This design comes from an exercise in tuning for small area and a short achievable clock period on the open sky130 flow, not from production work. At most, simulation tests tie the RTL to the original design; equivalence was not proved. No functional check of the RTL was part of run 4. Power figures rest on the tool's default switching activity, not on a simulated workload.

## config.mk

```make
export PLATFORM = sky130hd
export DESIGN_NAME = axis_Gauss_1x5
export DESIGN_NICKNAME = axis_Gauss_1x5
export VERILOG_FILES = /design/flow/design.v
export SDC_FILE = /design/flow/constraint.sdc
export NUM_CORES = 4
export LEC_CHECK = 0
export CAP_MARGIN = 20
export CORE_MARGIN = 2
export CORE_UTILIZATION = 40
export SETUP_SLACK_MARGIN = 4.75
export SLEW_MARGIN = 20
export SYNTH_HIERARCHICAL = 1
export SYNTH_MINIMUM_KEEP_SIZE = 0
```

## constraint.sdc

```tcl
create_clock -name core_clock -period 8.0 [get_ports {s_axis_aclk}]
set_input_delay 1.6000 -clock core_clock [delete_from_list [all_inputs] [get_ports {s_axis_aclk}]]
set_output_delay 1.6000 -clock core_clock [all_outputs]
set_load 0.01 [all_outputs]
```

## design.v

```verilog
`timescale 1ns/1ns
module axis_Gauss_1x5 (
  input  logic       s_axis_aclk,
  input  logic       s_axis_arstn,
  input  logic [7:0] s_axis_tdata,
  input  logic       s_axis_tvalid,
  input  logic       s_axis_tlast,
  output logic [7:0] m_axis_tdata,
  output logic       m_axis_tvalid,
  output logic       m_axis_tlast
);
logic [7:0]  d1, d2, d3, d4;
logic        v1, v2, l1, l2;
logic [13:0] cnt;
logic [9:0] b;
always_ff @(posedge s_axis_aclk) begin
  d1 <= s_axis_tdata;
  d2 <= d1;
  d3 <= d2;
  d4 <= d3;
  v1 <= s_axis_tvalid;
  v2 <= v1;
  l1 <= s_axis_tlast;
  l2 <= l1;
  b <= bnext;
end
always_ff @(posedge s_axis_aclk) begin
  if (!s_axis_arstn || s_axis_tlast)
    cnt <= '0;
  else if (s_axis_tvalid)
    cnt <= cnt + 14'd1;
end
wire edge_pt = (cnt[13:1] == 13'd1);
wire [7:0] x0 = s_axis_tdata;
wire h1_s, h1_c;
gha h1 (.a(d1[0]), .b(d2[1]), .s(h1_s), .co(h1_c));
wire f2_s, f2_c;
gfa f2 (.a(d1[1]), .b(d2[2]), .c(h1_c), .s(f2_s), .co(f2_c));
wire f3_s, f3_c;
gfa f3 (.a(d1[2]), .b(d2[3]), .c(f2_c), .s(f3_s), .co(f3_c));
wire f4_s, f4_c;
gfa f4 (.a(d1[3]), .b(d2[4]), .c(x0[4]), .s(f4_s), .co(f4_c));
wire f5_s, f5_c;
gfa f5 (.a(d1[4]), .b(d2[5]), .c(x0[5]), .s(f5_s), .co(f5_c));
wire f6_s, f6_c;
gfa f6 (.a(d1[5]), .b(d2[6]), .c(x0[6]), .s(f6_s), .co(f6_c));
wire f7_s, f7_c;
gfa f7 (.a(d1[6]), .b(d2[7]), .c(x0[7]), .s(f7_s), .co(f7_c));
wire h8_s, h8_c;
gha h8 (.a(d2[0]), .b(x0[0]), .s(h8_s), .co(h8_c));
wire h9_s, h9_c;
gha h9 (.a(h1_s), .b(x0[1]), .s(h9_s), .co(h9_c));
wire h10_s, h10_c;
gha h10 (.a(f2_s), .b(x0[2]), .s(h10_s), .co(h10_c));
wire h11_s, h11_c;
gha h11 (.a(x0[3]), .b(f3_s), .s(h11_s), .co(h11_c));
wire h12_s, h12_c;
gha h12 (.a(f3_c), .b(f4_s), .s(h12_s), .co(h12_c));
wire h13_s, h13_c;
gha h13 (.a(f4_c), .b(f5_s), .s(h13_s), .co(h13_c));
wire h14_s, h14_c;
gha h14 (.a(f5_c), .b(f6_s), .s(h14_s), .co(h14_c));
wire h15_s, h15_c;
gha h15 (.a(f6_c), .b(f7_s), .s(h15_s), .co(h15_c));
wire h16_s, h16_c;
gha h16 (.a(d1[7]), .b(f7_c), .s(h16_s), .co(h16_c));
wire q17_x;
g_ao21 q17 (.a(h9_c), .b(h9_s), .c(h8_c), .x(q17_x));
wire q18_x;
g_and2 q18 (.a(h9_s), .b(h8_s), .x(q18_x));
wire q19_x;
g_ao21 q19 (.a(h11_c), .b(h11_s), .c(h10_c), .x(q19_x));
wire q20_x;
g_and2 q20 (.a(h11_s), .b(h10_s), .x(q20_x));
wire q21_x;
g_ao21 q21 (.a(h13_c), .b(h13_s), .c(h12_c), .x(q21_x));
wire q22_x;
g_and2 q22 (.a(h13_s), .b(h12_s), .x(q22_x));
wire q23_x;
g_ao21 q23 (.a(h15_c), .b(h15_s), .c(h14_c), .x(q23_x));
wire q24_x;
g_and2 q24 (.a(h15_s), .b(h14_s), .x(q24_x));
wire q25_x;
g_ao21 q25 (.a(h10_c), .b(h10_s), .c(q17_x), .x(q25_x));
wire q26_x;
g_and2 q26 (.a(h10_s), .b(q18_x), .x(q26_x));
wire q27_x;
g_ao21 q27 (.a(q19_x), .b(q20_x), .c(q17_x), .x(q27_x));
wire q28_x;
g_and2 q28 (.a(q20_x), .b(q18_x), .x(q28_x));
wire q29_x;
g_ao21 q29 (.a(h14_c), .b(h14_s), .c(q21_x), .x(q29_x));
wire q30_x;
g_and2 q30 (.a(h14_s), .b(q22_x), .x(q30_x));
wire q31_x;
g_ao21 q31 (.a(q23_x), .b(q24_x), .c(q21_x), .x(q31_x));
wire q32_x;
g_and2 q32 (.a(q24_x), .b(q22_x), .x(q32_x));
wire q33_x;
g_ao21 q33 (.a(h12_c), .b(h12_s), .c(q27_x), .x(q33_x));
wire q34_x;
g_and2 q34 (.a(h12_s), .b(q28_x), .x(q34_x));
wire q35_x;
g_ao21 q35 (.a(q21_x), .b(q22_x), .c(q27_x), .x(q35_x));
wire q36_x;
g_and2 q36 (.a(q22_x), .b(q28_x), .x(q36_x));
wire q37_x;
g_ao21 q37 (.a(q29_x), .b(q30_x), .c(q27_x), .x(q37_x));
wire q38_x;
g_and2 q38 (.a(q30_x), .b(q28_x), .x(q38_x));
wire q39_x;
g_ao21 q39 (.a(q31_x), .b(q32_x), .c(q27_x), .x(q39_x));
wire q40_x;
g_and2 q40 (.a(q32_x), .b(q28_x), .x(q40_x));
wire q41_x;
g_ao21 q41 (.a(h16_c), .b(h16_s), .c(q39_x), .x(q41_x));
wire q42_x;
g_and2 q42 (.a(h16_s), .b(q40_x), .x(q42_x));
wire q43_x;
g_xor2 q43 (.a(h9_s), .b(h8_c), .x(q43_x));
wire q44_x;
g_xor2 q44 (.a(h10_s), .b(q17_x), .x(q44_x));
wire q45_x;
g_xor2 q45 (.a(h11_s), .b(q25_x), .x(q45_x));
wire q46_x;
g_xor2 q46 (.a(h12_s), .b(q27_x), .x(q46_x));
wire q47_x;
g_xor2 q47 (.a(h13_s), .b(q33_x), .x(q47_x));
wire q48_x;
g_xor2 q48 (.a(h14_s), .b(q35_x), .x(q48_x));
wire q49_x;
g_xor2 q49 (.a(h15_s), .b(q37_x), .x(q49_x));
wire q50_x;
g_xor2 q50 (.a(h16_s), .b(q39_x), .x(q50_x));
wire q51_x;
g_xor2 q51 (.a(1'b0), .b(q41_x), .x(q51_x));
wire [9:0] bnext = {q51_x, q50_x, q49_x, q48_x, q47_x, q46_x, q45_x, q44_x, q43_x, h8_s};
wire h52_s, h52_c;
gha h52 (.a(d4[1]), .b(d2[0]), .s(h52_s), .co(h52_c));
wire f53_s, f53_c;
gfa f53 (.a(d4[2]), .b(d2[1]), .c(d2[0]), .s(f53_s), .co(f53_c));
wire i54 = ~d4[0];
wire f55_s, f55_c;
gfa f55 (.a(i54), .b(h52_c), .c(f53_s), .s(f55_s), .co(f55_c));
wire h56_s, h56_c;
gha h56 (.a(x0[2]), .b(f55_s), .s(h56_s), .co(h56_c));
wire i57 = ~d2[2];
wire f58_s, f58_c;
gfa f58 (.a(d4[3]), .b(d4[1]), .c(i57), .s(f58_s), .co(f58_c));
wire i59 = ~f58_s;
wire f60_s, f60_c;
gfa f60 (.a(d2[1]), .b(f53_c), .c(i59), .s(f60_s), .co(f60_c));
wire f61_s, f61_c;
gfa f61 (.a(f55_c), .b(x0[3]), .c(f60_s), .s(f61_s), .co(f61_c));
wire h62_s, h62_c;
gha h62 (.a(h56_c), .b(f61_s), .s(h62_s), .co(h62_c));
wire f63_s, f63_c;
gfa f63 (.a(b[0]), .b(d4[4]), .c(d2[3]), .s(f63_s), .co(f63_c));
wire i64 = ~d4[2];
wire f65_s, f65_c;
gfa f65 (.a(i64), .b(d2[2]), .c(d4[3]), .s(f65_s), .co(f65_c));
wire i66 = ~f58_c;
wire f67_s, f67_c;
gfa f67 (.a(i66), .b(f63_s), .c(f65_s), .s(f67_s), .co(f67_c));
wire f68_s, f68_c;
gfa f68 (.a(x0[4]), .b(f60_c), .c(f67_s), .s(f68_s), .co(f68_c));
wire i69 = ~x0[2];
wire f70_s, f70_c;
gfa f70 (.a(i69), .b(f61_c), .c(f68_s), .s(f70_s), .co(f70_c));
wire f71_s, f71_c;
gfa f71 (.a(b[1]), .b(d4[3]), .c(b[0]), .s(f71_s), .co(f71_c));
wire f72_s, f72_c;
gfa f72 (.a(d4[5]), .b(d4[0]), .c(d2[4]), .s(f72_s), .co(f72_c));
wire f73_s, f73_c;
gfa f73 (.a(d2[3]), .b(f63_c), .c(f65_c), .s(f73_s), .co(f73_c));
wire i74 = ~f71_s;
wire f75_s, f75_c;
gfa f75 (.a(i74), .b(f72_s), .c(x0[5]), .s(f75_s), .co(f75_c));
wire f76_s, f76_c;
gfa f76 (.a(x0[0]), .b(f73_s), .c(f67_c), .s(f76_s), .co(f76_c));
wire i77 = ~x0[3];
wire f78_s, f78_c;
gfa f78 (.a(i77), .b(f75_s), .c(f68_c), .s(f78_s), .co(f78_c));
wire h79_s, h79_c;
gha h79 (.a(f76_s), .b(f70_c), .s(h79_s), .co(h79_c));
wire f80_s, f80_c;
gfa f80 (.a(d4[6]), .b(d4[1]), .c(d2[5]), .s(f80_s), .co(f80_c));
wire i81 = ~d2[4];
wire f82_s, f82_c;
gfa f82 (.a(b[2]), .b(d4[4]), .c(i81), .s(f82_s), .co(f82_c));
wire i83 = ~f71_c;
wire f84_s, f84_c;
gfa f84 (.a(i83), .b(f72_c), .c(f80_s), .s(f84_s), .co(f84_c));
wire i85 = ~f82_s;
wire f86_s, f86_c;
gfa f86 (.a(i85), .b(f73_c), .c(x0[6]), .s(f86_s), .co(f86_c));
wire i87 = ~x0[4];
wire f88_s, f88_c;
gfa f88 (.a(i87), .b(x0[1]), .c(f84_s), .s(f88_s), .co(f88_c));
wire f89_s, f89_c;
gfa f89 (.a(f75_c), .b(f76_c), .c(f86_s), .s(f89_s), .co(f89_c));
wire f90_s, f90_c;
gfa f90 (.a(f88_s), .b(f78_c), .c(f89_s), .s(f90_s), .co(f90_c));
wire f91_s, f91_c;
gfa f91 (.a(d4[7]), .b(d4[2]), .c(d2[6]), .s(f91_s), .co(f91_c));
wire i92 = ~d2[5];
wire f93_s, f93_c;
gfa f93 (.a(b[3]), .b(d4[5]), .c(i92), .s(f93_s), .co(f93_c));
wire i94 = ~f82_c;
wire f95_s, f95_c;
gfa f95 (.a(f80_c), .b(i94), .c(f91_s), .s(f95_s), .co(f95_c));
wire i96 = ~f93_s;
wire f97_s, f97_c;
gfa f97 (.a(i96), .b(f84_c), .c(x0[7]), .s(f97_s), .co(f97_c));
wire i98 = ~x0[5];
wire f99_s, f99_c;
gfa f99 (.a(i98), .b(x0[2]), .c(f95_s), .s(f99_s), .co(f99_c));
wire f100_s, f100_c;
gfa f100 (.a(f86_c), .b(f88_c), .c(f97_s), .s(f100_s), .co(f100_c));
wire f101_s, f101_c;
gfa f101 (.a(f99_s), .b(f89_c), .c(f100_s), .s(f101_s), .co(f101_c));
wire f102_s, f102_c;
gfa f102 (.a(b[0]), .b(d4[3]), .c(d2[7]), .s(f102_s), .co(f102_c));
wire i103 = ~d2[6];
wire f104_s, f104_c;
gfa f104 (.a(b[4]), .b(d4[6]), .c(i103), .s(f104_s), .co(f104_c));
wire i105 = ~f93_c;
wire f106_s, f106_c;
gfa f106 (.a(f91_c), .b(i105), .c(f102_s), .s(f106_s), .co(f106_c));
wire i107 = ~f95_c;
wire f108_s, f108_c;
gfa f108 (.a(f104_s), .b(i107), .c(x0[6]), .s(f108_s), .co(f108_c));
wire f109_s, f109_c;
gfa f109 (.a(x0[3]), .b(f106_s), .c(f97_c), .s(f109_s), .co(f109_c));
wire i110 = ~f108_s;
wire f111_s, f111_c;
gfa f111 (.a(f99_c), .b(i110), .c(f100_c), .s(f111_s), .co(f111_c));
wire h112_s, h112_c;
gha h112 (.a(f109_s), .b(f101_c), .s(h112_s), .co(h112_c));
wire f113_s, f113_c;
gfa f113 (.a(b[1]), .b(d4[4]), .c(d2[7]), .s(f113_s), .co(f113_c));
wire i114 = ~f102_c;
wire f115_s, f115_c;
gfa f115 (.a(b[5]), .b(d4[7]), .c(i114), .s(f115_s), .co(f115_c));
wire i116 = ~f104_c;
wire f117_s, f117_c;
gfa f117 (.a(i116), .b(f113_s), .c(f106_c), .s(f117_s), .co(f117_c));
wire f118_s, f118_c;
gfa f118 (.a(x0[7]), .b(i87), .c(f115_s), .s(f118_s), .co(f118_c));
wire i119 = ~f117_s;
wire f120_s, f120_c;
gfa f120 (.a(f108_c), .b(i119), .c(f118_s), .s(f120_s), .co(f120_c));
wire i121 = ~f120_s;
wire f122_s, f122_c;
gfa f122 (.a(f109_c), .b(i121), .c(f111_c), .s(f122_s), .co(f122_c));
wire i123 = ~b[6];
wire f124_s, f124_c;
gfa f124 (.a(i123), .b(b[2]), .c(d4[5]), .s(f124_s), .co(f124_c));
wire i125 = ~f115_c;
wire f126_s, f126_c;
gfa f126 (.a(f113_c), .b(f124_s), .c(i125), .s(f126_s), .co(f126_c));
wire i127 = ~f118_c;
wire f128_s, f128_c;
gfa f128 (.a(x0[5]), .b(f117_c), .c(i127), .s(f128_s), .co(f128_c));
wire i129 = ~f120_c;
wire f130_s, f130_c;
gfa f130 (.a(f126_s), .b(i129), .c(f128_s), .s(f130_s), .co(f130_c));
wire f131_s, f131_c;
gfa f131 (.a(b[7]), .b(b[3]), .c(d4[6]), .s(f131_s), .co(f131_c));
wire f132_s, f132_c;
gfa f132 (.a(f124_c), .b(f131_s), .c(x0[6]), .s(f132_s), .co(f132_c));
wire f133_s, f133_c;
gfa f133 (.a(f126_c), .b(f132_s), .c(f128_c), .s(f133_s), .co(f133_c));
wire f134_s, f134_c;
gfa f134 (.a(b[8]), .b(b[4]), .c(d4[7]), .s(f134_s), .co(f134_c));
wire i135 = ~b[7];
wire f136_s, f136_c;
gfa f136 (.a(i135), .b(f131_c), .c(f134_s), .s(f136_s), .co(f136_c));
wire f137_s, f137_c;
gfa f137 (.a(x0[7]), .b(f136_s), .c(f132_c), .s(f137_s), .co(f137_c));
wire i138 = ~b[8];
wire f139_s, f139_c;
gfa f139 (.a(b[9]), .b(b[5]), .c(i138), .s(f139_s), .co(f139_c));
wire f140_s, f140_c;
gfa f140 (.a(f134_c), .b(f139_s), .c(f136_c), .s(f140_s), .co(f140_c));
wire i141 = ~b[9];
wire f142_s, f142_c;
gfa f142 (.a(b[6]), .b(i141), .c(f139_c), .s(f142_s), .co(f142_c));
wire i143 = ~x0[0];
wire i144 = ~x0[1];
wire h145_s, h145_c;
gha h145 (.a(d4[0]), .b(x0[0]), .s(h145_s), .co(h145_c));
wire h146_s, h146_c;
gha h146 (.a(h52_s), .b(x0[1]), .s(h146_s), .co(h146_c));
wire h147_s, h147_c;
gha h147 (.a(i143), .b(h56_s), .s(h147_s), .co(h147_c));
wire h148_s, h148_c;
gha h148 (.a(i144), .b(h62_s), .s(h148_s), .co(h148_c));
wire h149_s, h149_c;
gha h149 (.a(h62_c), .b(f70_s), .s(h149_s), .co(h149_c));
wire h150_s, h150_c;
gha h150 (.a(f78_s), .b(h79_s), .s(h150_s), .co(h150_c));
wire h151_s, h151_c;
gha h151 (.a(h79_c), .b(f90_s), .s(h151_s), .co(h151_c));
wire q152_x;
g_ao21 q152 (.a(h146_c), .b(h146_s), .c(h145_c), .x(q152_x));
wire q153_x;
g_and2 q153 (.a(h146_s), .b(h145_s), .x(q153_x));
wire q154_x;
g_ao21 q154 (.a(h148_c), .b(h148_s), .c(h147_c), .x(q154_x));
wire q155_x;
g_and2 q155 (.a(h148_s), .b(h147_s), .x(q155_x));
wire q156_x;
g_ao21 q156 (.a(h150_c), .b(h150_s), .c(h149_c), .x(q156_x));
wire q157_x;
g_and2 q157 (.a(h150_s), .b(h149_s), .x(q157_x));
wire q158_x;
g_ao21 q158 (.a(h147_c), .b(h147_s), .c(q152_x), .x(q158_x));
wire q159_x;
g_and2 q159 (.a(h147_s), .b(q153_x), .x(q159_x));
wire q160_x;
g_ao21 q160 (.a(q154_x), .b(q155_x), .c(q152_x), .x(q160_x));
wire q161_x;
g_and2 q161 (.a(q155_x), .b(q153_x), .x(q161_x));
wire q162_x;
g_ao21 q162 (.a(h151_c), .b(h151_s), .c(q156_x), .x(q162_x));
wire q163_x;
g_and2 q163 (.a(h151_s), .b(q157_x), .x(q163_x));
wire q164_x;
g_ao21 q164 (.a(h149_c), .b(h149_s), .c(q160_x), .x(q164_x));
wire q165_x;
g_and2 q165 (.a(h149_s), .b(q161_x), .x(q165_x));
wire q166_x;
g_ao21 q166 (.a(q156_x), .b(q157_x), .c(q160_x), .x(q166_x));
wire q167_x;
g_and2 q167 (.a(q157_x), .b(q161_x), .x(q167_x));
wire q168_x;
g_ao21 q168 (.a(q162_x), .b(q163_x), .c(q160_x), .x(q168_x));
wire q169_x;
g_and2 q169 (.a(q163_x), .b(q161_x), .x(q169_x));
wire q170_x;
g_ao21 q170 (.a(h146_c), .b(h146_s), .c(h145_c), .x(q170_x));
wire q171_x;
g_ao21 q171 (.a(h147_c), .b(h147_s), .c(q170_x), .x(q171_x));
wire q172_x;
g_ao21 q172 (.a(h148_c), .b(h148_s), .c(q171_x), .x(q172_x));
wire q173_x;
g_ao21 q173 (.a(h149_c), .b(h149_s), .c(q172_x), .x(q173_x));
wire q174_x;
g_ao21 q174 (.a(h150_c), .b(h150_s), .c(q173_x), .x(q174_x));
wire q175_x;
g_ao21 q175 (.a(h151_c), .b(h151_s), .c(q174_x), .x(q175_x));
wire h176_s, h176_c;
gha h176 (.a(f140_s), .b(f137_c), .s(h176_s), .co(h176_c));
wire h177_s, h177_c;
gha h177 (.a(f142_s), .b(f140_c), .s(h177_s), .co(h177_c));
wire h178_s, h178_c;
gha h178 (.a(i135), .b(f142_c), .s(h178_s), .co(h178_c));
wire h179_s, h179_c;
gha h179 (.a(i138), .b(b[7]), .s(h179_s), .co(h179_c));
wire h180_s, h180_c;
gha h180 (.a(i141), .b(b[8]), .s(h180_s), .co(h180_c));
wire q181_x;
g_ao21 q181 (.a(h177_c), .b(h177_s), .c(h176_c), .x(q181_x));
wire q182_x;
g_and2 q182 (.a(h177_s), .b(h176_s), .x(q182_x));
wire q183_x;
g_ao21 q183 (.a(h179_c), .b(h179_s), .c(h178_c), .x(q183_x));
wire q184_x;
g_and2 q184 (.a(h179_s), .b(h178_s), .x(q184_x));
wire q185_x;
g_ao21 q185 (.a(h178_c), .b(h178_s), .c(q181_x), .x(q185_x));
wire q186_x;
g_and2 q186 (.a(h178_s), .b(q182_x), .x(q186_x));
wire q187_x;
g_ao21 q187 (.a(q183_x), .b(q184_x), .c(q181_x), .x(q187_x));
wire q188_x;
g_and2 q188 (.a(q184_x), .b(q182_x), .x(q188_x));
wire q189_x;
g_ao21 q189 (.a(h180_c), .b(h180_s), .c(q187_x), .x(q189_x));
wire q190_x;
g_and2 q190 (.a(h180_s), .b(q188_x), .x(q190_x));
wire q191_x;
g_xor2 q191 (.a(h177_s), .b(h176_c), .x(q191_x));
wire q192_x;
g_xor2 q192 (.a(h178_s), .b(q181_x), .x(q192_x));
wire q193_x;
g_xor2 q193 (.a(h179_s), .b(q185_x), .x(q193_x));
wire q194_x;
g_xor2 q194 (.a(h180_s), .b(q187_x), .x(q194_x));
wire h195_s, h195_c;
gha h195 (.a(f90_c), .b(f101_s), .s(h195_s), .co(h195_c));
wire h196_s, h196_c;
gha h196 (.a(f111_s), .b(h112_s), .s(h196_s), .co(h196_c));
wire h197_s, h197_c;
gha h197 (.a(h112_c), .b(f122_s), .s(h197_s), .co(h197_c));
wire h198_s, h198_c;
gha h198 (.a(f130_s), .b(f122_c), .s(h198_s), .co(h198_c));
wire h199_s, h199_c;
gha h199 (.a(f130_c), .b(f133_s), .s(h199_s), .co(h199_c));
wire h200_s, h200_c;
gha h200 (.a(f137_s), .b(f133_c), .s(h200_s), .co(h200_c));
wire [10:0] ua = {q194_x, q193_x, q192_x, q191_x, h176_s, h200_s, h199_s, h198_s, h197_s, h196_s, h195_s};
wire [10:0] ub = {1'b0, 1'b0, 1'b0, 1'b0, 1'b0, h200_c, h199_c, h198_c, h197_c, h196_c, h195_c};
wire uc = q175_x;
logic [10:0] oa, ob;
logic oc;
always_ff @(posedge s_axis_aclk) begin
  oa <= edge_pt ? {d2, 3'd0} : ua;
  ob <= edge_pt ? 11'd0 : ub;
  oc <= ~edge_pt & uc;
  m_axis_tvalid <= v2;
  m_axis_tlast  <= l2 & ~edge_pt;
end
assign m_axis_tdata = {oa[10] ^ (1'b0 | oa[9] & 1'b0 | oa[9] & oa[8] & 1'b0 | oa[9] & oa[8] & oa[7] & 1'b0 | oa[9] & oa[8] & oa[7] & oa[6] & ob[5] | oa[9] & oa[8] & oa[7] & oa[6] & oa[5] & ob[4] | oa[9] & oa[8] & oa[7] & oa[6] & oa[5] & oa[4] & ob[3] | oa[9] & oa[8] & oa[7] & oa[6] & oa[5] & oa[4] & oa[3] & ob[2] | oa[9] & oa[8] & oa[7] & oa[6] & oa[5] & oa[4] & oa[3] & oa[2] & ob[1] | oa[9] & oa[8] & oa[7] & oa[6] & oa[5] & oa[4] & oa[3] & oa[2] & oa[1] & ob[0] | oa[9] & oa[8] & oa[7] & oa[6] & oa[5] & oa[4] & oa[3] & oa[2] & oa[1] & oa[0] & oc), oa[9] ^ (1'b0 | oa[8] & 1'b0 | oa[8] & oa[7] & 1'b0 | oa[8] & oa[7] & oa[6] & ob[5] | oa[8] & oa[7] & oa[6] & oa[5] & ob[4] | oa[8] & oa[7] & oa[6] & oa[5] & oa[4] & ob[3] | oa[8] & oa[7] & oa[6] & oa[5] & oa[4] & oa[3] & ob[2] | oa[8] & oa[7] & oa[6] & oa[5] & oa[4] & oa[3] & oa[2] & ob[1] | oa[8] & oa[7] & oa[6] & oa[5] & oa[4] & oa[3] & oa[2] & oa[1] & ob[0] | oa[8] & oa[7] & oa[6] & oa[5] & oa[4] & oa[3] & oa[2] & oa[1] & oa[0] & oc), oa[8] ^ (1'b0 | oa[7] & 1'b0 | oa[7] & oa[6] & ob[5] | oa[7] & oa[6] & oa[5] & ob[4] | oa[7] & oa[6] & oa[5] & oa[4] & ob[3] | oa[7] & oa[6] & oa[5] & oa[4] & oa[3] & ob[2] | oa[7] & oa[6] & oa[5] & oa[4] & oa[3] & oa[2] & ob[1] | oa[7] & oa[6] & oa[5] & oa[4] & oa[3] & oa[2] & oa[1] & ob[0] | oa[7] & oa[6] & oa[5] & oa[4] & oa[3] & oa[2] & oa[1] & oa[0] & oc), oa[7] ^ (1'b0 | oa[6] & ob[5] | oa[6] & oa[5] & ob[4] | oa[6] & oa[5] & oa[4] & ob[3] | oa[6] & oa[5] & oa[4] & oa[3] & ob[2] | oa[6] & oa[5] & oa[4] & oa[3] & oa[2] & ob[1] | oa[6] & oa[5] & oa[4] & oa[3] & oa[2] & oa[1] & ob[0] | oa[6] & oa[5] & oa[4] & oa[3] & oa[2] & oa[1] & oa[0] & oc), oa[6] ^ (ob[5] | oa[5] & ob[4] | oa[5] & oa[4] & ob[3] | oa[5] & oa[4] & oa[3] & ob[2] | oa[5] & oa[4] & oa[3] & oa[2] & ob[1] | oa[5] & oa[4] & oa[3] & oa[2] & oa[1] & ob[0] | oa[5] & oa[4] & oa[3] & oa[2] & oa[1] & oa[0] & oc), oa[5] ^ (ob[4] | oa[4] & ob[3] | oa[4] & oa[3] & ob[2] | oa[4] & oa[3] & oa[2] & ob[1] | oa[4] & oa[3] & oa[2] & oa[1] & ob[0] | oa[4] & oa[3] & oa[2] & oa[1] & oa[0] & oc), oa[4] ^ (ob[3] | oa[3] & ob[2] | oa[3] & oa[2] & ob[1] | oa[3] & oa[2] & oa[1] & ob[0] | oa[3] & oa[2] & oa[1] & oa[0] & oc), oa[3] ^ (ob[2] | oa[2] & ob[1] | oa[2] & oa[1] & ob[0] | oa[2] & oa[1] & oa[0] & oc)};
endmodule
module g_maj3 (
  input  logic a,
  input  logic b,
  input  logic c,
  output logic x
);
assign x = (a & b) | (a & c) | (b & c);
endmodule
module g_or2 (
  input  logic a,
  input  logic b,
  output logic x
);
assign x = a | b;
endmodule
module g_and2 (
  input  logic a,
  input  logic b,
  output logic x
);
assign x = a & b;
endmodule
module g_xor2 (
  input  logic a,
  input  logic b,
  output logic x
);
assign x = a ^ b;
endmodule
module g_ao21 (
  input  logic a,
  input  logic b,
  input  logic c,
  output logic x
);
assign x = a | (b & c);
endmodule
module gha (
  input  logic a,
  input  logic b,
  output logic s,
  output logic co
);
assign s  = a ^ b;
assign co = a & b;
endmodule
module gfa (
  input  logic a,
  input  logic b,
  input  logic c,
  output logic s,
  output logic co
);
assign s  = a ^ b ^ c;
assign co = (a & b) | (a & c) | (b & c);
endmodule
```

## flow/run.sh

```bash
#!/bin/bash
# Layout flow: the standard flow, with plain buffers on the ports and a clock
# tree of small buffers without dummy loads.
export BUFFER_PORTS_ARGS="-buffer_cell sky130_fd_sc_hd__buf_2"
export CTS_ARGS="-sink_clustering_enable -repair_clock_nets -dont_use_dummy_load -buf_list \"sky130_fd_sc_hd__clkbuf_4 sky130_fd_sc_hd__clkbuf_8\""
bash standard.sh > standard.log 2>&1
```

## standard.sh

```bash
#!/bin/bash
# synth_recipe.tcl (not shown) runs the flow's synth.tcl, then flattens the netlist and writes it again
# the make line also repeats each setting of config.mk as NAME=value (left out here)
make -C /OpenROAD-flow-scripts/flow DESIGN_CONFIG=/design/flow/config.mk WORK_HOME=/design/flow/orfs CLKGATE_MAP_FILE= SYNTH_SCRIPT=/design/flow/synth_recipe.tcl "${@:-finish}"
```

==> results of run 1 <==
[area by class of cell]
class | count | area, um^2 | area share, %
Sequential cell | 80 | 1630 | 32.0
Tap cell | 140 | 175 | 3.44
Multi-Input combinational cell | 239 | 2810 | 55.3
Clock buffer | 9 | 124 | 2.44
Timing Repair Buffer | 27 | 201 | 3.96
Inverter | 35 | 144 | 2.83
[cell usage after synthesis]
| cell type | n |
|---|---|
| nor3_1 | 2 |
| or3_1 | 1 |
| nand2b_1 | 1 |
| xor2_1 | 23 |
| nor4b_2 | 1 |
| inv_1 | 35 |
| mux2i_1 | 1 |
| nand2_1 | 11 |
| xnor2_1 | 11 |
| clkbuf_1 | 2 |
| nor3_2 | 1 |
| and4_1 | 1 |
| a21oi_1 | 3 |
| a21o_1 | 26 |
| nand4_1 | 4 |
| fa_1 | 61 |
| ha_1 | 34 |
| and2_1 | 17 |
| mux2_2 | 3 |
| mux2_4 | 1 |
| buf_6 | 1 |
| nor2_1 | 17 |
| buf_2 | 1 |
| nand3_1 | 8 |
| o21a_1 | 2 |
| and3_1 | 1 |
| o21ai_0 | 5 |
| or2_2 | 1 |
| dfxtp_1 | 80 |
| nand4_2 | 1 |
| conb_1 | 1 |
| nor4_2 | 1 |
[timing repair]
action / 4_1_cts / 5_1_grt
gates resized for setup: 33 / 23
setup endpoints to repair: 16 / 19
hold endpoints to repair: 0 / 0
buffers inserted: 3 / 3
pin swaps: 9 / 11
[per-layer routing]
layer / wire (um) / track usage (%)
met1: 3450 / 17.7
met4: 133 / 5.86
met5: 0 / 0
met2: 3900 / 24.9
met3: 196 / 3.59
[flip-flops by register name, indices dropped and copies added, names as in the netlist]
| signal | cells |
|---|---|
| oa | 11 |
| cnt | 14 |
| v1 | 1 |
| l1 | 1 |
| d4 | 8 |
| m_axis_tvalid | 1 |
| d3 | 8 |
| d1 | 8 |
| v2 | 1 |
| ob | 6 |
| oc | 1 |
| b | 10 |
| m_axis_tlast | 1 |
| d2 | 8 |
| l2 | 1 |
[worst max-delay path, cell delays in order]
cell    delay [ns]
buf_12        0.10
fa_1          0.45
fa_2          0.36
fa_2          0.36
fa_2          0.53
ha_2          0.25
and2_1        0.13
[metrics by stage]
step	worst slack, ns	hold WS [ns]	cell area, um^2	std cells	total power (W)
final	4.46	0.325	5080	530	0.00208
after global routing	4.42	0.333	5080	530	0.00233
after CTS	4.48	0.327	4990	527	0.00205
after detailed placement	3.98	0.312	4740	515	0.00176
after global placement	4.02	0.310	4740	515	0.00173
after floorplan	4.28	0.310	4480	358	0.00150
[cells in the final DEF (no fill, tap or decap), types with 9 or more instances in the layout]
cell,instances
dfxtp_1,65
fa_1,47
xnor2_1,10
ha_1,25
nor2_1,17
buf_2,17
xor2_1,23
clkbuf_8,9
a21o_1,26
fa_2,14
inv_1,33
dfxtp_2,12
and2_1,16
[logic make-up (layout without fill, tap and decap cells)]
family | count (synthesis) | after routing | share of synthesized area (%)
adders and majority gates | 95 | 95 | 37.6
and+or+nand+nor | 68 | 68 | 8.45
AOI/OAI and AO/OA | 36 | 36 | 5.71
muxes | 5 | 5 | 1.34
other | 1 | 1 | 0.0855
buffers and inverters | 39 | 71 | 3.54
xor gates and xnor gates | 34 | 34 | 6.79
DFF | 80 | 80 | 36.5
[Yosys stat by module (local to each module, per instance)]
module,cells,flip-flops and latches,copies in the design,area [um^2]
g_xor2,1,0,13,8.76
gha,1,0,33,12.5
g_and2,1,0,6,6.26
gfa,1,0,61,20.0
g_ao21,1,0,23,7.51
axis_Gauss_1x5,222,80,1,2430
[worst paths after layout]
kind | end | slack [ns] | depth (start not counted)
worst min register to register | d4[3] | 0.33 | 0
worst max-delay path | oa[2] | 4.46 | 7
worst min-delay path | d4[3] | 0.33 | 0
worst max register to register | oa[2] | 4.52 | 8
[where the power goes]
part	leakage [nW]	internal [W]	total [W]	switching (W)
Combinational	1.53	0.000700	0.00128	0.000585
Sequential	0.670	0.000501	0.000565	0.0000646
Clock	0.0647	0.000101	0.000225	0.000124
==> results.tsv, run 1 <==
stage	metric	value	unit
outcome	run status	timing/DRC/antenna clean	
timing	Setup violations, final	0	
detailed_routing	drt initial violations	62	
clocking	clock-pin slew on the worst setup and hold paths	0.08	ns
global_route	pin count of the biggest net entering global routing	24	
hold_path	Worst Hold Class	flop to flop	
synth	Synth top area share	36.5	%
synth	area leader, netlist	dfxtp_1	
placed_design	gpl congestion	0.798	
global_route	GRT overflow	0	
timing	worst-margin pin slew	0.536	ns
floorplanning	# rows	38	
floorplanning	die area	0.0118	mm^2
critical_path	RR Startpoint	d4[6]	
detailed_routing	routed vias/inst	4.64	
synth	Seq/Total Area, Yosys	36.5	%
synth	top post-synthesis cells by area	dfxtp_1 37%, fa_1 28%, ha_1 9.7%, xor2_1 4.6%, a21o_1 4.5%	
clocking	H-tree depth	3	
synth	Synth Net Count	465	
global_route	first-pass GRT wire length	12600	um
pwr	Pwr Density	408	mW/mm^2
timing	Final Cycle Share	44.3	%
global_route	initial antenna violation count	0	
placed_design	HPWL after detailed placement	6030	um
floorplanning	initial core utilization	40.8	%
pwr	leakage power	2.26	nW
clocking	clock latency on the worst-skew pair	0.35	ns
critical_path	Worst Path Max Fanout	2	
clocking	cts bufs inserted	9	
timing	final critical-path required period	3.54	ns
detailed_routing	post-route ant nets	0	
clocking	clock sink count	80	
critical_path	crit end category	flop	
cells_and_area	Layout area overhead	16.0	%
global_route	number of global-route vias before repair	2652	
global_route	Overall Global Routing Usage	14.6	%
detailed_routing	# DRC	0	
floorplanning	die height	109	um
run	total of max-cap violations	0	
timing	RSZ-0062 raised after global routing	yes	
cells_and_area	Util after Layout	47.3	%
timing	setup_tns	0	ns
synth	synthesized area	0.00438	mm^2
floorplanning	core area	0.0107	mm^2
critical_path	origin of the worst setup path	s_axis_tdata[7]	
timing	final hold violations	0	
synth	Mapped Avg Cell Area	12.2	um^2
critical_path	CP Class	primary input to flop	
detailed_routing	DRT Wirelength	7670	um
floorplanning	Ports	22	
clocking	Max clock buf depth	2	
clocking	Hold Buf Count CTS	0	
clocking	CTS root buffer	clkbuf_8	
critical_path	Setup crit start kind	primary input	
floorplanning	Die W	109	um
cells_and_area	Antenna diodes	0	
cells_and_area	share of post-route cells with drive strength above 1	24.9	%
critical_path	Required @ worst endpoint	8.25	ns
timing	Slew Limit Headroom	64.2	%
synth	Netlist cell types	32	
detailed_routing	detailed-route via count	2458	
critical_path	arrival time at the worst endpoint	3.79	ns
synth	synth warn	7	
timing	Slew Limit Fails	0	
detailed_routing	Pre-Repair DR Iteration Count	4	
hold_path	HP Start	d3[3]	
pwr	worst-case vdd ir drop	153	uV
synth	cell count after synthesis	358	
clocking	CTS tree	done	
detailed_routing	WL per Instance	14.5	um
placed_design	input/output buffers	21	
cells_and_area	Fillers	1021	
timing	FMAX	282	MHz
cells_and_area	nets@finish	499	
synth	Yosys reg bits	80	
timing	Final Skew	0.0262	ns
==> inputs of run 2 (changes only) <==
--- a/config.mk
+++ b/config.mk
@@ -8,7 +8,7 @@
 export CAP_MARGIN = 20
 export CORE_MARGIN = 2
 export CORE_UTILIZATION = 40
-export SETUP_SLACK_MARGIN = 4.75
+export SETUP_SLACK_MARGIN = 4.3
 export SLEW_MARGIN = 20
 export SYNTH_HIERARCHICAL = 1
 export SYNTH_MINIMUM_KEEP_SIZE = 0
==> results.tsv, run 2 <==
stage	metric	value	unit	change
timing	setup_tns	0	ns	unchanged
critical_path	cells along the critical path	buf_2 > fa_1 > fa_2 > fa_2 > fa_1 > ha_1 > mux2_2		
pwr	switching share of total power	37.3	%	-0.045 points
placed_design	gpl congestion	0.798		about the same
synth	area leader, netlist	dfxtp_1		
cells_and_area	commonest non-fill, non-tap cell in the layout	dfxtp_1		
global_route	pin count of the biggest net entering global routing	24		unchanged
critical_path	arrival time at the worst endpoint	3.87	ns	+0.08 ns
timing	final hold violations	0		unchanged
placed_design	HPWL after detailed placement	6030	um	-0.16%
global_route	Overall Global Routing Usage	14.8	%	+0.19 points
synth	adder-cell area share of the yosys netlist	37.6	%	unchanged
cells_and_area	Layout area overhead	8.96	%	
synth	count leader, synth	dfxtp_1		
detailed_routing	post-route ant nets	0		unchanged
cells_and_area	biggest regs	cnt: 14 flops, oa: 11 flops, b: 10 flops		
synth	ys async rst share	0	%	unchanged
global_route	GRT overflow	0		unchanged
hold_path	worst hold stages	0		unchanged
critical_path	RR Startpoint	d4[2]		
cells_and_area	commonest non-fill, non-tap cells in the layout	76 x dfxtp_1, 58 x fa_1, 34 x inv_1, 34 x ha_1, 26 x a21o_1		
clocking	H-tree depth	3		unchanged
critical_path	Worst Path Max Fanout	5		+3
critical_path	crit end category	flop		
critical_path	R2R Setup Slk	4.42	ns	-0.10 ns
critical_path	Slowest cell on crit path	fa_1		
global_route	initial antenna violation count	0		unchanged
floorplanning	core area	0.0107	mm^2	unchanged
pwr	net load switching power	0.000699	W	-9.6%
synth	post-synthesis compound-gate area fraction	5.71	%	unchanged
clocking	clock-pin slew on the worst setup and hold paths	0.07	ns	about the same
synth	mux cell area share after synthesis	1.34	%	unchanged
critical_path	slowest stage delay, CP	0.46	ns	-0.07 ns
synth	Mapped Avg Cell Area	12.2	um^2	unchanged
clocking	Hold Buf Count CTS	0		unchanged
clocking	CTS tree	done		
cells_and_area	max reg flops	14		unchanged
timing	Slew Limit Fails	0		unchanged
clocking	cts bufs inserted	9		unchanged
detailed_routing	M1 wire length	3320	um	-3.7%
pwr	leakage power	2.20	nW	-2.5%
critical_path	Reg-to-Reg End	oa[3]		
timing	final critical-path required period	3.63	ns	+0.0909 ns
global_route	number of global-route vias before repair	2748		+3.6%
synth	cell count after synthesis	358		unchanged
synth	Post-synth top cells	80 x dfxtp_1, 61 x fa_1, 35 x inv_1, 34 x ha_1, 26 x a21o_1		
timing	Final Skew	0.0334	ns	+0.00719 ns
clocking	CTS root buffer	clkbuf_8		
hold_path	HP Start	d3[0]		
pwr	worst-case vdd ir drop	149	uV	-2.8%
pwr	sequential share of power	29.7	%	+2.4 points
detailed_routing	# DRC	0		unchanged
floorplanning	die area	0.0118	mm^2	unchanged
critical_path	Required @ worst endpoint	8.24	ns	about the same
detailed_routing	DRT Wirelength	7310	um	-4.7%
timing	FMAX	275	MHz	-2.5%
run	total of max-cap violations	0		unchanged
detailed_routing	met3 wire length	229	um	+17%
synth	Yosys reg bits	80		unchanged
clocking	Max clock buf depth	2		unchanged
synth	largest family of logic cells by synthesized area	adder cells		
global_route	first-pass GRT wire length	12900	um	+2.3%
synth	synthesized area	0.00438	mm^2	unchanged
floorplanning	Ports	22		unchanged
hold_path	Worst Hold Class	flop to flop		
outcome	run status	timing/DRC/antenna clean		
pwr	Pwr Density	393	mW/mm^2	-3.7%
cells_and_area	nets@finish	493		-1.2%
timing	Setup violations, final	0		unchanged
synth	Post-synth EDFFs	0		unchanged
hold_path	worst hold endpoint	d4[0]		
timing	Slew Limit Headroom	65.5	%	+1.3 points
pwr	clock power share	12.0	%	+1.2 points
critical_path	CP Class	primary input to flop		
timing	RSZ-0062 raised after global routing	no		
floorplanning	initial core utilization	40.8	%	unchanged
critical_path	reg2reg path depth	9		+1
detailed_routing	Pre-Repair DR Iteration Count	4		unchanged
cells_and_area	Antenna diodes	0		unchanged
detailed_routing	drt initial violations	72		+16%
timing	Final Cycle Share	45.4	%	+1.1 points
floorplanning	Die W	109	um	unchanged
synth	Synth Net Count	465		unchanged
pwr	Pint	0.00118	W	-9.5%
clocking	clock latency on the worst-skew pair	0.37	ns	+0.02 ns
synth	Synth top area share	36.5	%	unchanged
clocking	clock sink count	80		unchanged
detailed_routing	routed wl met2	3560	um	-8.6%
floorplanning	# rows	38		unchanged
synth	top post-synthesis cells by area	dfxtp_1 37%, fa_1 28%, ha_1 9.7%, xor2_1 4.6%, a21o_1 4.5%		
synth	ys flop type	dfxtp_1		
critical_path	delay-heaviest family, CP	adder cells		
detailed_routing	detailed-route via count	2445		-0.53%
cells_and_area	Biggest register	cnt		
cells_and_area	Util after Layout	44.5	%	-2.9 points
critical_path	Setup crit start kind	primary input		
critical_path	Worst Path Buf+Inv	1		unchanged
detailed_routing	uppermost layer routed	met4		
detailed_routing	routed vias/inst	4.67		+0.61%
timing	worst-margin pin slew	0.518	ns	-0.0178 ns
cells_and_area	share of post-route cells with drive strength above 1	12.2	%	-13 points
synth	XOR/XNOR share of the synthesized area	6.79	%	unchanged
synth	Simple-Gate Fraction of Synth Area	8.45	%	unchanged
pwr	combinational fraction of design power	58.2	%	-3.7 points
synth	Seq/Total Area, Yosys	36.5	%	unchanged
floorplanning	die height	109	um	unchanged
placed_design	input/output buffers	21		unchanged
synth	Netlist cell types	32		unchanged
synth	synth warn	7		unchanged
detailed_routing	WL per Instance	14.0	um	-3.6%
## run 2: final cells by class
class                   instances  area, um^2
clock buffers                   9         124
fillers                      1025        5970
inverters                      35         131
multi-input cells             239        2640
flip-flops and latches         80        1610
well taps                     140         175
repair buffers                 21         105
## run 2: worst max-delay path by stage
stage,startpoint,to,slack [ns],cells after the start
floorplan,s_axis_tdata[7],oa[3],4.28,6
global placement,s_axis_tdata[4],oa[3],4.01,8
detailed placement,s_axis_tdata[4],oa[3],3.99,8
CTS,d4[2],oa[3],4.34,9
global route,s_axis_tdata[7],oa[3],4.31,7
finish,s_axis_tdata[7],oa[3],4.37,7
## run 2: per-module statistics from Yosys (local to each module, per instance)
module / copies in the design / flops+latches
g_ao21: 23 / 0
gfa: 61 / 0
axis_Gauss_1x5: 1 / 80
g_and2: 6 / 0
gha: 33 / 0
g_xor2: 13 / 0
## run 2: logic make-up (layout without fill, tap and decap cells)
group	after synthesis	count (layout)
compound gates	36	36
xor+xnor	34	34
fa+ha+maj	95	95
buf+inv	39	65
flops	80	80
mux	5	5
other cells	1	1
simple gates	68	68
## run 2: timing repair
| action | 4_1_cts | 5_1_grt |
|---|---|---|
| endpoints found under the hold margin | 0 | 0 |
| setup endpoints to repair | 0 | 3 |
| buffers inserted | 0 | 0 |
| gates resized for setup | 0 | 5 |
## run 2: power by group through the flow
stage / logic [W] / clock network [W] / registers, W
final: 0.00109 / 0.000226 / 0.000558
after global routing: 0.00132 / 0.000250 / 0.000570
after CTS: 0.00112 / 0.000233 / 0.000561
after detailed placement: 0.00110 / 0 / 0.000570
after global placement: 0.00108 / 0 / 0.000568
after floorplan: 0.000868 / 0 / 0.000553
## run 2: stage by stage
stage | power [W] | cells | area (um^2) | hold slack, ns | setup WS, ns
3_5_place_dp | 0.00167 | 515 | 4650 | 0.312 | 3.99
3_3_place_gp | 0.00165 | 515 | 4650 | 0.310 | 4.01
6_report | 0.00188 | 524 | 4780 | 0.325 | 4.37
4_1_cts | 0.00191 | 524 | 4770 | 0.326 | 4.34
5_1_grt | 0.00214 | 524 | 4780 | 0.335 | 4.31
2_1_floorplan | 0.00142 | 358 | 4390 | 0.310 | 4.28
## run 2: metal layers
metal	up-vias	GRT usage [%]
met5	-	0
met4	0	6.68
met1	1194	17.6
met3	19	3.83
li1	1199	-
met2	33	25.0
==> inputs of run 3 (changes only) <==
--- a/config.mk
+++ b/config.mk
@@ -8,7 +8,7 @@
 export CAP_MARGIN = 20
 export CORE_MARGIN = 2
 export CORE_UTILIZATION = 40
-export SETUP_SLACK_MARGIN = 4.3
+export SETUP_SLACK_MARGIN = 4.45
 export SLEW_MARGIN = 20
 export SYNTH_HIERARCHICAL = 1
 export SYNTH_MINIMUM_KEEP_SIZE = 0
==> results.tsv, run 3 <==
stage	metric	value	unit	change
placed_design	HPWL after detailed placement	5940	um	-1.4%
critical_path	slowest stage delay, CP	0.45	ns	about the same
global_route	pin count of the biggest net entering global routing	24		unchanged
synth	Seq/Total Area, Yosys	36.5	%	unchanged
hold_path	worst hold stages	0		unchanged
synth	Mapped Avg Cell Area	12.2	um^2	unchanged
cells_and_area	Biggest register	cnt		
timing	Setup violations, final	0		unchanged
cells_and_area	nets@finish	493		unchanged
critical_path	Setup crit start kind	primary input		
global_route	Overall Global Routing Usage	14.3	%	-0.49 points
clocking	CTS root buffer	clkbuf_8		
global_route	GRT overflow	0		unchanged
synth	cell count after synthesis	358		unchanged
critical_path	crit end category	flop		
clocking	cts bufs inserted	9		unchanged
floorplanning	die height	109	um	unchanged
outcome	run status	timing/DRC/antenna clean		
detailed_routing	post-route ant nets	0		unchanged
timing	final hold slack	0.326	ns	+0.000417 ns
synth	synth warn	7		unchanged
critical_path	CP Class	primary input to flop		
synth	Post-synth EDFFs	0		unchanged
critical_path	reg2reg path depth	8		-1
cells_and_area	fin area	0.00482	mm^2	+0.86%
critical_path	Slowest cell on crit path	fa_1		
synth	ys flop type	dfxtp_1		
timing	Slew Limit Headroom	64.1	%	-1.3 points
detailed_routing	Pre-Repair DR Iteration Count	4		unchanged
global_route	number of global-route vias before repair	2593		-5.6%
timing	Final Cycle Share	44.5	%	-0.91 points
global_route	initial antenna violation count	0		unchanged
cells_and_area	commonest non-fill, non-tap cells in the layout	72 x dfxtp_1, 55 x fa_1, 34 x inv_1, 32 x ha_1, 26 x a21o_1		
synth	area leader, netlist	dfxtp_1		
critical_path	cells along the critical path	buf_6 > fa_1 > fa_2 > fa_2 > fa_1 > ha_1 > mux2_2		
placed_design	input/output buffers	21		unchanged
synth	Yosys reg bits	80		unchanged
clocking	Post-CTS Setup Inserts	0		unchanged
floorplanning	Die W	109	um	unchanged
cells_and_area	Layout area overhead	9.90	%	
synth	Post-synth top cells	80 x dfxtp_1, 61 x fa_1, 35 x inv_1, 34 x ha_1, 26 x a21o_1		
synth	synthesized area	0.00438	mm^2	unchanged
synth	Synth top area share	36.5	%	unchanged
timing	RSZ-0062 raised after global routing	yes		
synth	count leader, synth	dfxtp_1		
clocking	clock sink count	80		unchanged
synth	ys async rst share	0	%	unchanged
cells_and_area	register area	0.00161	mm^2	+0.47%
hold_path	Worst Hold Class	flop to flop		
synth	Synth Net Count	465		unchanged
detailed_routing	DRT Wirelength	7140	um	-2.4%
synth	top post-synthesis cells by area	dfxtp_1 37%, fa_1 28%, ha_1 9.7%, xor2_1 4.6%, a21o_1 4.5%		
clocking	clock latency on the worst-skew pair	0.36	ns	about the same
critical_path	Worst Path Max Fanout	5		unchanged
cells_and_area	non-filler instance count after layout	524		unchanged
floorplanning	core area	0.0107	mm^2	unchanged
cells_and_area	multi-input logic area	0.00266	mm^2	+0.85%
placed_design	cell count after placement	515		unchanged
clocking	H-tree depth	3		unchanged
timing	final hold violations	0		unchanged
global_route	first-pass GRT wire length	12400	um	-3.7%
timing	Final Skew	0.0204	ns	-0.0129 ns
critical_path	arrival time at the worst endpoint	3.79	ns	-0.08 ns
placed_design	gpl congestion	0.818		+2.5%
cells_and_area	Antenna diodes	0		unchanged
run	total of max-cap violations	0		unchanged
floorplanning	Ports	22		unchanged
pwr	leakage power	2.20	nW	about the same
detailed_routing	# DRC	0		unchanged
placed_design	Placed Area	0.00467	mm^2	+0.38%
timing	setup_tns	0	ns	unchanged
timing	FMAX	281	MHz	+2.1%
clocking	Hold Buf Count CTS	0		unchanged
clocking	CTS tree	done		
pwr	worst-case vdd ir drop	172	uV	+15%
floorplanning	initial core utilization	40.8	%	unchanged
synth	Netlist cell types	32		unchanged
timing	Slew Limit Fails	0		unchanged
detailed_routing	WL per Instance	13.6	um	-2.4%
critical_path	Required @ worst endpoint	8.23	ns	about the same
floorplanning	# rows	38		unchanged
pwr	Pwr Density	392	mW/mm^2	-0.12%
timing	final critical-path required period	3.56	ns	-0.0732 ns
cells_and_area	share of post-route cells with drive strength above 1	14.6	%	+2.3 points
clocking	clock-pin slew on the worst setup and hold paths	0.06	ns	about the same
detailed_routing	detailed-route via count	2396		-2.0%
detailed_routing	routed vias/inst	4.57		-2.0%
floorplanning	die area	0.0118	mm^2	unchanged
cells_and_area	max reg flops	14		unchanged
cells_and_area	commonest non-fill, non-tap cell in the layout	dfxtp_1		
detailed_routing	drt initial violations	61		-15%
cells_and_area	Util after Layout	44.8	%	+0.38 points
timing	worst-margin pin slew	0.538	ns	+0.0199 ns
cells_and_area	Fillers	1022		-0.29%
cells_and_area	biggest regs	cnt: 14 flops, oa: 11 flops, b: 10 flops		
clocking	Max clock buf depth	2		unchanged
[run 3: cell count changes in the layout (fill, tap and decap cells not counted)]
cell      before  now
dfxtp_2        4    7
dfxtp_1       76   72
buf_6          0    1
ha_4           0    1
ha_2           0    1
dfxtp_4        0    1
ha_1          34   32
buf_4          0    1
fa_1          58   55
buf_2         21   18
fa_2           3    6
clkbuf_4       0    1
[run 3: where the power goes]
group,switching [W],total (W),internal (W),leakage (nW)
Combinational,0.000520,0.00111,0.000590,1.47
Clock,0.000122,0.000222,0.000100,0.0647
Sequential,0.0000588,0.000558,0.000499,0.669
[run 3: per-layer routing]
layer  vias to the layer above  share of wire, %  GRT usage, %
met2                        23                50          24.3
met3                         8               2.4          4.12
met5                         -                 0             0
li1                       1192                 -             -
met1                      1173                46          17.1
met4                         0               1.5          5.22
[run 3: critical path, delay by kind of cell]
family,cells,cell delay (ns)
adders and majority gates,5,1.82
buffers and inverters,1,0.12
muxes,1,0.26
[run 3: cell families (layout without fill, tap and decap cells)]
group                    after synthesis  count (layout)  synth area share (%)
AND/OR/NAND/NOR                       68              68                  8.45
other                                  1               1                0.0855
buffers and inverters                 39              65                  3.54
AO/OA/AOI/OAI                         36              36                  5.71
XOR/XNOR                              34              34                  6.79
multiplexers                           5               5                  1.34
flip-flops                            80              80                  36.5
adder cells (fa/ha/maj)               95              95                  37.6
[run 3: area by class of cell]
type,instances,area share [%]
multi-input combinational,239,55.2
sequential,80,33.5
tap,140,3.64
inverter,35,2.73
clock buffer,9,2.57
timing repair buffer,21,2.41
[run 3: repair_timing]
action,4_1_cts,5_1_grt
endpoints found under the setup margin,3,3
resized for setup,7,9
cloned,0,0
pin swaps,0,1
[run 3: through the flow]
stage | setup WS [ns] | power, W
2_1_floorplan | 4.28 | 0.00144
3_3_place_gp | 4.01 | 0.00167
3_5_place_dp | 3.97 | 0.00170
4_1_cts | 4.42 | 0.00193
5_1_grt | 4.40 | 0.00213
6_report | 4.44 | 0.00189
[run 3: worst paths after layout]
check,start,to,slack [ns]
hold reg to reg,d3[1],d4[1],0.33
setup / recovery,s_axis_tdata[7],oa[3],4.44
hold / removal,d3[1],d4[1],0.33
setup reg to reg,d4[6],oa[3],4.49
[run 3: per-module statistics from Yosys (local to each module, per instance)]
module          cell area [um^2]  cells  flip-flops and latches  copies in the design
g_xor2                      8.76      1                       0                    13
g_ao21                      7.51      1                       0                    23
axis_Gauss_1x5              2430    222                      80                     1
g_and2                      6.26      1                       0                     6
gfa                         20.0      1                       0                    61
gha                         12.5      1                       0                    33
==> inputs of run 4 (changes only) <==
--- a/design.v
+++ b/design.v
@@ -24,11 +24,30 @@
   l2 <= l1;
   b <= bnext;
 end
+wire [14:0] cc;
+wire [13:0] cs;
+wire cc_lo;
+assign cc[0] = s_axis_tvalid;
+gha cnt_ha0 (.a(cnt[0]), .b(cc[0]), .s(cs[0]), .co(cc[1]));
+gha cnt_ha1 (.a(cnt[1]), .b(cc[1]), .s(cs[1]), .co(cc[2]));
+gha cnt_ha2 (.a(cnt[2]), .b(cc[2]), .s(cs[2]), .co(cc[3]));
+gha cnt_ha3 (.a(cnt[3]), .b(cc[3]), .s(cs[3]), .co(cc[4]));
+gha cnt_ha4 (.a(cnt[4]), .b(cc[4]), .s(cs[4]), .co(cc[5]));
+gha cnt_ha5 (.a(cnt[5]), .b(cc[5]), .s(cs[5]), .co(cc[6]));
+gha cnt_ha6 (.a(cnt[6]), .b(cc[6]), .s(cs[6]), .co(cc_lo));
+gha cnt_ha7 (.a(cnt[7]), .b(cc[7]), .s(cs[7]), .co(cc[8]));
+gha cnt_ha8 (.a(cnt[8]), .b(cc[8]), .s(cs[8]), .co(cc[9]));
+gha cnt_ha9 (.a(cnt[9]), .b(cc[9]), .s(cs[9]), .co(cc[10]));
+gha cnt_ha10 (.a(cnt[10]), .b(cc[10]), .s(cs[10]), .co(cc[11]));
+gha cnt_ha11 (.a(cnt[11]), .b(cc[11]), .s(cs[11]), .co(cc[12]));
+gha cnt_ha12 (.a(cnt[12]), .b(cc[12]), .s(cs[12]), .co(cc[13]));
+gha cnt_ha13 (.a(cnt[13]), .b(cc[13]), .s(cs[13]), .co(cc[14]));
+assign cc[7] = s_axis_tvalid & (&cnt[6:0]);
 always_ff @(posedge s_axis_aclk) begin
   if (!s_axis_arstn || s_axis_tlast)
     cnt <= '0;
-  else if (s_axis_tvalid)
-    cnt <= cnt + 14'd1;
+  else
+    cnt <= cs;
 end
 wire edge_pt = (cnt[13:1] == 13'd1);
 wire [7:0] x0 = s_axis_tdata;
@@ -414,21 +433,6 @@
 end
 assign m_axis_tdata = {oa[10] ^ (1'b0 | oa[9] & 1'b0 | oa[9] & oa[8] & 1'b0 | oa[9] & oa[8] & oa[7] & 1'b0 | oa[9] & oa[8] & oa[7] & oa[6] & ob[5] | oa[9] & oa[8] & oa[7] & oa[6] & oa[5] & ob[4] | oa[9] & oa[8] & oa[7] & oa[6] & oa[5] & oa[4] & ob[3] | oa[9] & oa[8] & oa[7] & oa[6] & oa[5] & oa[4] & oa[3] & ob[2] | oa[9] & oa[8] & oa[7] & oa[6] & oa[5] & oa[4] & oa[3] & oa[2] & ob[1] | oa[9] & oa[8] & oa[7] & oa[6] & oa[5] & oa[4] & oa[3] & oa[2] & oa[1] & ob[0] | oa[9] & oa[8] & oa[7] & oa[6] & oa[5] & oa[4] & oa[3] & oa[2] & oa[1] & oa[0] & oc), oa[9] ^ (1'b0 | oa[8] & 1'b0 | oa[8] & oa[7] & 1'b0 | oa[8] & oa[7] & oa[6] & ob[5] | oa[8] & oa[7] & oa[6] & oa[5] & ob[4] | oa[8] & oa[7] & oa[6] & oa[5] & oa[4] & ob[3] | oa[8] & oa[7] & oa[6] & oa[5] & oa[4] & oa[3] & ob[2] | oa[8] & oa[7] & oa[6] & oa[5] & oa[4] & oa[3] & oa[2] & ob[1] | oa[8] & oa[7] & oa[6] & oa[5] & oa[4] & oa[3] & oa[2] & oa[1] & ob[0] | oa[8] & oa[7] & oa[6] & oa[5] & oa[4] & oa[3] & oa[2] & oa[1] & oa[0] & oc), oa[8] ^ (1'b0 | oa[7] & 1'b0 | oa[7] & oa[6] & ob[5] | oa[7] & oa[6] & oa[5] & ob[4] | oa[7] & oa[6] & oa[5] & oa[4] & ob[3] | oa[7] & oa[6] & oa[5] & oa[4] & oa[3] & ob[2] | oa[7] & oa[6] & oa[5] & oa[4] & oa[3] & oa[2] & ob[1] | oa[7] & oa[6] & oa[5] & oa[4] & oa[3] & oa[2] & oa[1] & ob[0] | oa[7] & oa[6] & oa[5] & oa[4] & oa[3] & oa[2] & oa[1] & oa[0] & oc), oa[7] ^ (1'b0 | oa[6] & ob[5] | oa[6] & oa[5] & ob[4] | oa[6] & oa[5] & oa[4] & ob[3] | oa[6] & oa[5] & oa[4] & oa[3] & ob[2] | oa[6] & oa[5] & oa[4] & oa[3] & oa[2] & ob[1] | oa[6] & oa[5] & oa[4] & oa[3] & oa[2] & oa[1] & ob[0] | oa[6] & oa[5] & oa[4] & oa[3] & oa[2] & oa[1] & oa[0] & oc), oa[6] ^ (ob[5] | oa[5] & ob[4] | oa[5] & oa[4] & ob[3] | oa[5] & oa[4] & oa[3] & ob[2] | oa[5] & oa[4] & oa[3] & oa[2] & ob[1] | oa[5] & oa[4] & oa[3] & oa[2] & oa[1] & ob[0] | oa[5] & oa[4] & oa[3] & oa[2] & oa[1] & oa[0] & oc), oa[5] ^ (ob[4] | oa[4] & ob[3] | oa[4] & oa[3] & ob[2] | oa[4] & oa[3] & oa[2] & ob[1] | oa[4] & oa[3] & oa[2] & oa[1] & ob[0] | oa[4] & oa[3] & oa[2] & oa[1] & oa[0] & oc), oa[4] ^ (ob[3] | oa[3] & ob[2] | oa[3] & oa[2] & ob[1] | oa[3] & oa[2] & oa[1] & ob[0] | oa[3] & oa[2] & oa[1] & oa[0] & oc), oa[3] ^ (ob[2] | oa[2] & ob[1] | oa[2] & oa[1] & ob[0] | oa[2] & oa[1] & oa[0] & oc)};
 endmodule
-module g_maj3 (
-  input  logic a,
-  input  logic b,
-  input  logic c,
-  output logic x
-);
-assign x = (a & b) | (a & c) | (b & c);
-endmodule
-module g_or2 (
-  input  logic a,
-  input  logic b,
-  output logic x
-);
-assign x = a | b;
-endmodule
 module g_and2 (
   input  logic a,
   input  logic b,
==> results.tsv, run 4 <==
stage	metric	value	unit	change
synth	cell count after synthesis	339		-5.3%
global_route	number of global-route vias before repair	2552		-1.6%
synth	synthesized area	0.00437	mm^2	-0.26%
placed_design	HPWL after detailed placement	5880	um	-1.1%
hold_path	Worst Hold Class	flop to flop		
cells_and_area	nets@finish	488		-1.0%
critical_path	RR Startpoint	d4[2]		
synth	Post-synth top cells	80 x dfxtp_1, 61 x fa_1, 47 x ha_1, 33 x inv_1, 31 x and2_1		
clocking	clock sink count	80		unchanged
critical_path	arrival time at the worst endpoint	3.80	ns	about the same
hold_path	worst hold stages	0		unchanged
cells_and_area	Biggest register	cnt		
timing	setup_tns	0	ns	unchanged
timing	Setup violations, final	0		unchanged
synth	Post-synth EDFFs	0		unchanged
floorplanning	die area	0.0118	mm^2	-0.25%
run	total of max-cap violations	0		unchanged
timing	final hold violations	0		unchanged
floorplanning	Die W	109	um	-0.12%
pwr	leakage power	2.34	nW	+6.0%
cells_and_area	biggest regs	cnt: 14 flops, oa: 11 flops, b: 10 flops		
placed_design	Placed Area	0.00466	mm^2	-0.13%
detailed_routing	WL per Instance	14.0	um	+2.8%
critical_path	R2R Setup Slk	4.52	ns	+0.03 ns
synth	count leader, synth	dfxtp_1		
clocking	H-tree depth	3		unchanged
timing	FMAX	282	MHz	+0.44%
floorplanning	die height	109	um	-0.12%
synth	top post-synthesis cells by area	dfxtp_1 37%, fa_1 28%, ha_1 13%, a21o_1 4.5%, and2_1 4.4%		
detailed_routing	Pre-Repair DR Iteration Count	4		unchanged
clocking	cts bufs inserted	9		unchanged
clocking	Max clock buf depth	2		unchanged
synth	Seq/Total Area, Yosys	36.6	%	+0.094 points
detailed_routing	routed vias/inst	4.57		about the same
timing	worst-margin pin slew	0.702	ns	+0.164 ns
global_route	initial antenna violation count	0		unchanged
cells_and_area	Layout area overhead	10.2	%	
cells_and_area	fin area	0.00482	mm^2	unchanged
floorplanning	core area	0.0107	mm^2	unchanged
cells_and_area	commonest non-fill, non-tap cell in the layout	dfxtp_1		
synth	Yosys reg bits	80		unchanged
synth	Synth top area share	36.6	%	+0.094 points
floorplanning	initial core utilization	40.7	%	-0.10 points
cells_and_area	max reg flops	14		unchanged
critical_path	Setup crit start kind	primary input		
global_route	first-pass GRT wire length	12300	um	-0.72%
synth	ys flop type	dfxtp_1		
clocking	CTS tree	done		
cells_and_area	Util after Layout	44.8	%	unchanged
synth	area leader, netlist	dfxtp_1		
outcome	run status	timing/DRC/antenna clean		
cells_and_area	share of post-route cells with drive strength above 1	14.5	%	-0.10 points
cells_and_area	commonest non-fill, non-tap cells in the layout	73 x dfxtp_1, 55 x fa_1, 45 x ha_1, 32 x inv_1, 31 x and2_1		
timing	Slew Limit Headroom	53.1	%	-11 points
critical_path	reg2reg path depth	9		+1
cells_and_area	Fillers	1022		unchanged
floorplanning	Ports	22		unchanged
critical_path	crit end category	flop		
detailed_routing	drt initial violations	68		+11%
clocking	CTS root buffer	clkbuf_8		
synth	synth warn	7		unchanged
global_route	Overall Global Routing Usage	14.2	%	-0.097 points
clocking	clock-pin slew on the worst setup and hold paths	0.08	ns	+0.02 ns
global_route	GRT overflow	0		unchanged
pwr	worst-case vdd ir drop	159	uV	-7.4%
critical_path	CP Class	primary input to flop		
timing	Final Cycle Share	44.3	%	-0.19 points
placed_design	gpl congestion	0.813		-0.62%
placed_design	input/output buffers	21		unchanged
detailed_routing	DRT Wirelength	7090	um	-0.73%
clocking	clock latency on the worst-skew pair	0.37	ns	about the same
timing	final hold slack	0.326	ns	+0.000287 ns
synth	ys async rst share	0	%	unchanged
timing	Final Skew	0.0339	ns	+0.0135 ns
hold_path	worst hold endpoint	d4[5]		
detailed_routing	# DRC	0		unchanged
detailed_routing	post-route ant nets	0		unchanged
detailed_routing	detailed-route via count	2312		-3.5%
pwr	Pwr Density	396	mW/mm^2	+0.95%
synth	Netlist cell types	27		-16%
critical_path	Reg-to-Reg End	oc		
floorplanning	# rows	38		unchanged
synth	Synth Net Count	459		-1.3%
global_route	pin count of the biggest net entering global routing	24		unchanged
hold_path	HP Start	d3[5]		
critical_path	Worst Path Max Fanout	5		unchanged
synth	Mapped Avg Cell Area	12.9	um^2	+5.3%
cells_and_area	Antenna diodes	0		unchanged
timing	Slew Limit Fails	0		unchanged
timing	RSZ-0062 raised after global routing	yes		
timing	final critical-path required period	3.55	ns	-0.0155 ns
critical_path	Required @ worst endpoint	8.25	ns	+0.02 ns
## run 4: cell count changes after synthesis, moves of 2 or more
cell and change:
and2_1 +14, ha_1 +13, inv_1 -2, nand2_1 -4, nand3_1 -5, nor2_1 -14, nor3_1 -2, o21ai_0 -2
o21ai_1 +2, xnor2_1 -4, xor2_1 -9
## run 4: worst max path at each step
stage,start,endpoint,slack (ns),cells after the start
2_1_floorplan,s_axis_tdata[7],oa[3],4.28,6
3_3_place_gp,s_axis_tdata[4],oa[3],4.01,8
3_5_place_dp,s_axis_tdata[4],oa[3],3.98,8
4_1_cts,s_axis_tdata[7],oa[3],4.44,7
5_1_grt,d2[2],oc,4.37,11
6_report,s_axis_tdata[7],oa[2],4.45,7
## run 4: layer usage
| metal | part of all wire, % | wire length (um) | vias to the layer above | global-route usage [%] |
|---|---|---|---|---|
| met4 | 1.9 | 134 | 0 | 5.68 |
| met3 | 3.4 | 238 | 14 | 3.86 |
| met2 | 50 | 3570 | 26 | 24.2 |
| li1 | - | - | 1143 | - |
| met1 | 44 | 3140 | 1129 | 16.9 |
| met5 | 0 | 0 | - | 0 |
## run 4: modules after synthesis, one instance, submodules excluded
module	cells	times used	area, um^2	flip-flops and latches
g_xor2	1	13	8.76	0
g_ao21	1	23	7.51	0
g_and2	1	6	6.26	0
gha	1	47	12.5	0
axis_Gauss_1x5	189	1	2240	80
gfa	1	61	20.0	0
## run 4: final cells by class
| class | count | area, um^2 | share of cell area (%) |
|---|---|---|---|
| Clock buffer | 9 | 124 | 2.57 |
| Inverter | 33 | 124 | 2.57 |
| Timing Repair Buffer | 21 | 124 | 2.57 |
| Multi-Input combinational cell | 223 | 2660 | 55.2 |
| Sequential cell | 80 | 1610 | 33.5 |
| Tap cell | 140 | 175 | 3.64 |
## run 4: kinds of logic (layout without fill, tap and decap cells)
family / after synthesis / count (layout) / share of synthesized area (%)
other: 1 / 1 / 0.0858
buffers and inverters: 36 / 63 / 3.26
adders and majority gates: 108 / 108 / 41.4
AOI/OAI and AO/OA: 36 / 36 / 5.72
DFF: 80 / 80 / 36.6
xor gates and xnor gates: 21 / 21 / 4.21
and+or+nand+nor: 53 / 53 / 7.61
muxes: 4 / 4 / 1.12
## run 4: per-stage QoR
step	instances	worst slack [ns]	power, W
finish	506	4.45	0.00191
global route	506	4.37	0.00216
CTS	506	4.44	0.00193
detailed placement	497	3.98	0.00170
global placement	497	4.01	0.00167
floorplan	339	4.28	0.00144
## run 4: worst max-delay path, cell delays in order
cell    delay [ns]
buf_6         0.12
fa_1          0.45
fa_2          0.37
fa_2          0.35
fa_2          0.53
ha_2          0.25
and2_1        0.14
## run 4: where the power goes
part | total, W | internal, W | switching [W]
registers | 0.000558 | 0.000499 | 0.0000588
logic | 0.00112 | 0.000595 | 0.000528
clock network | 0.000228 | 0.000101 | 0.000127
total | 0.00191 | 0.00120 | 0.000714
## run 4: what timing repair did
action                                  CTS  global route
gates resized for setup                   6            12
setup buffers                             0             0
pin swaps                                 0             1
endpoints found under the setup margin    3             3
hold buffers                              0             0

==> afterwards: timing with drivers on the ports <==
How much do the figures lean on ideal ports? The routed layouts below were timed once more, with nothing changed but the port constraints.
Step 1 assumes that a clkbuf_16 drives the clock port and a buf_2 every other input.
Step 2 also shifts input and output timing later by t, the mid clock arrival at the registers, as if the neighbouring blocks saw the same clock.
Three values: no drivers, after step 1, after step 2; two values: the first two.
run | t (ns) | setup WS [ns] | worst setup path at the end | latest minus earliest clock arrival (ns) | cell pins on the clock port's net
run 1 | 0.368 | 4.457 / 4.440 / 4.072 | input to register | 0.026 / 0.026 | 1
run 2 | 0.383 | 4.366 / 4.380 / 3.997 | input to register | 0.034 / 0.034 | 1
run 3 | 0.376 | 4.439 / 4.439 / 4.063 | input to register | 0.030 / 0.029 | 1
run 4 | 0.383 | 4.455 / 4.456 / 4.073 | input to register | 0.034 / 0.034 | 1
After both steps every run listed still meets setup and hold. The setup slack of run 1, which loses most, moves by -0.017 ns with the drivers and by -0.385 ns with both steps.
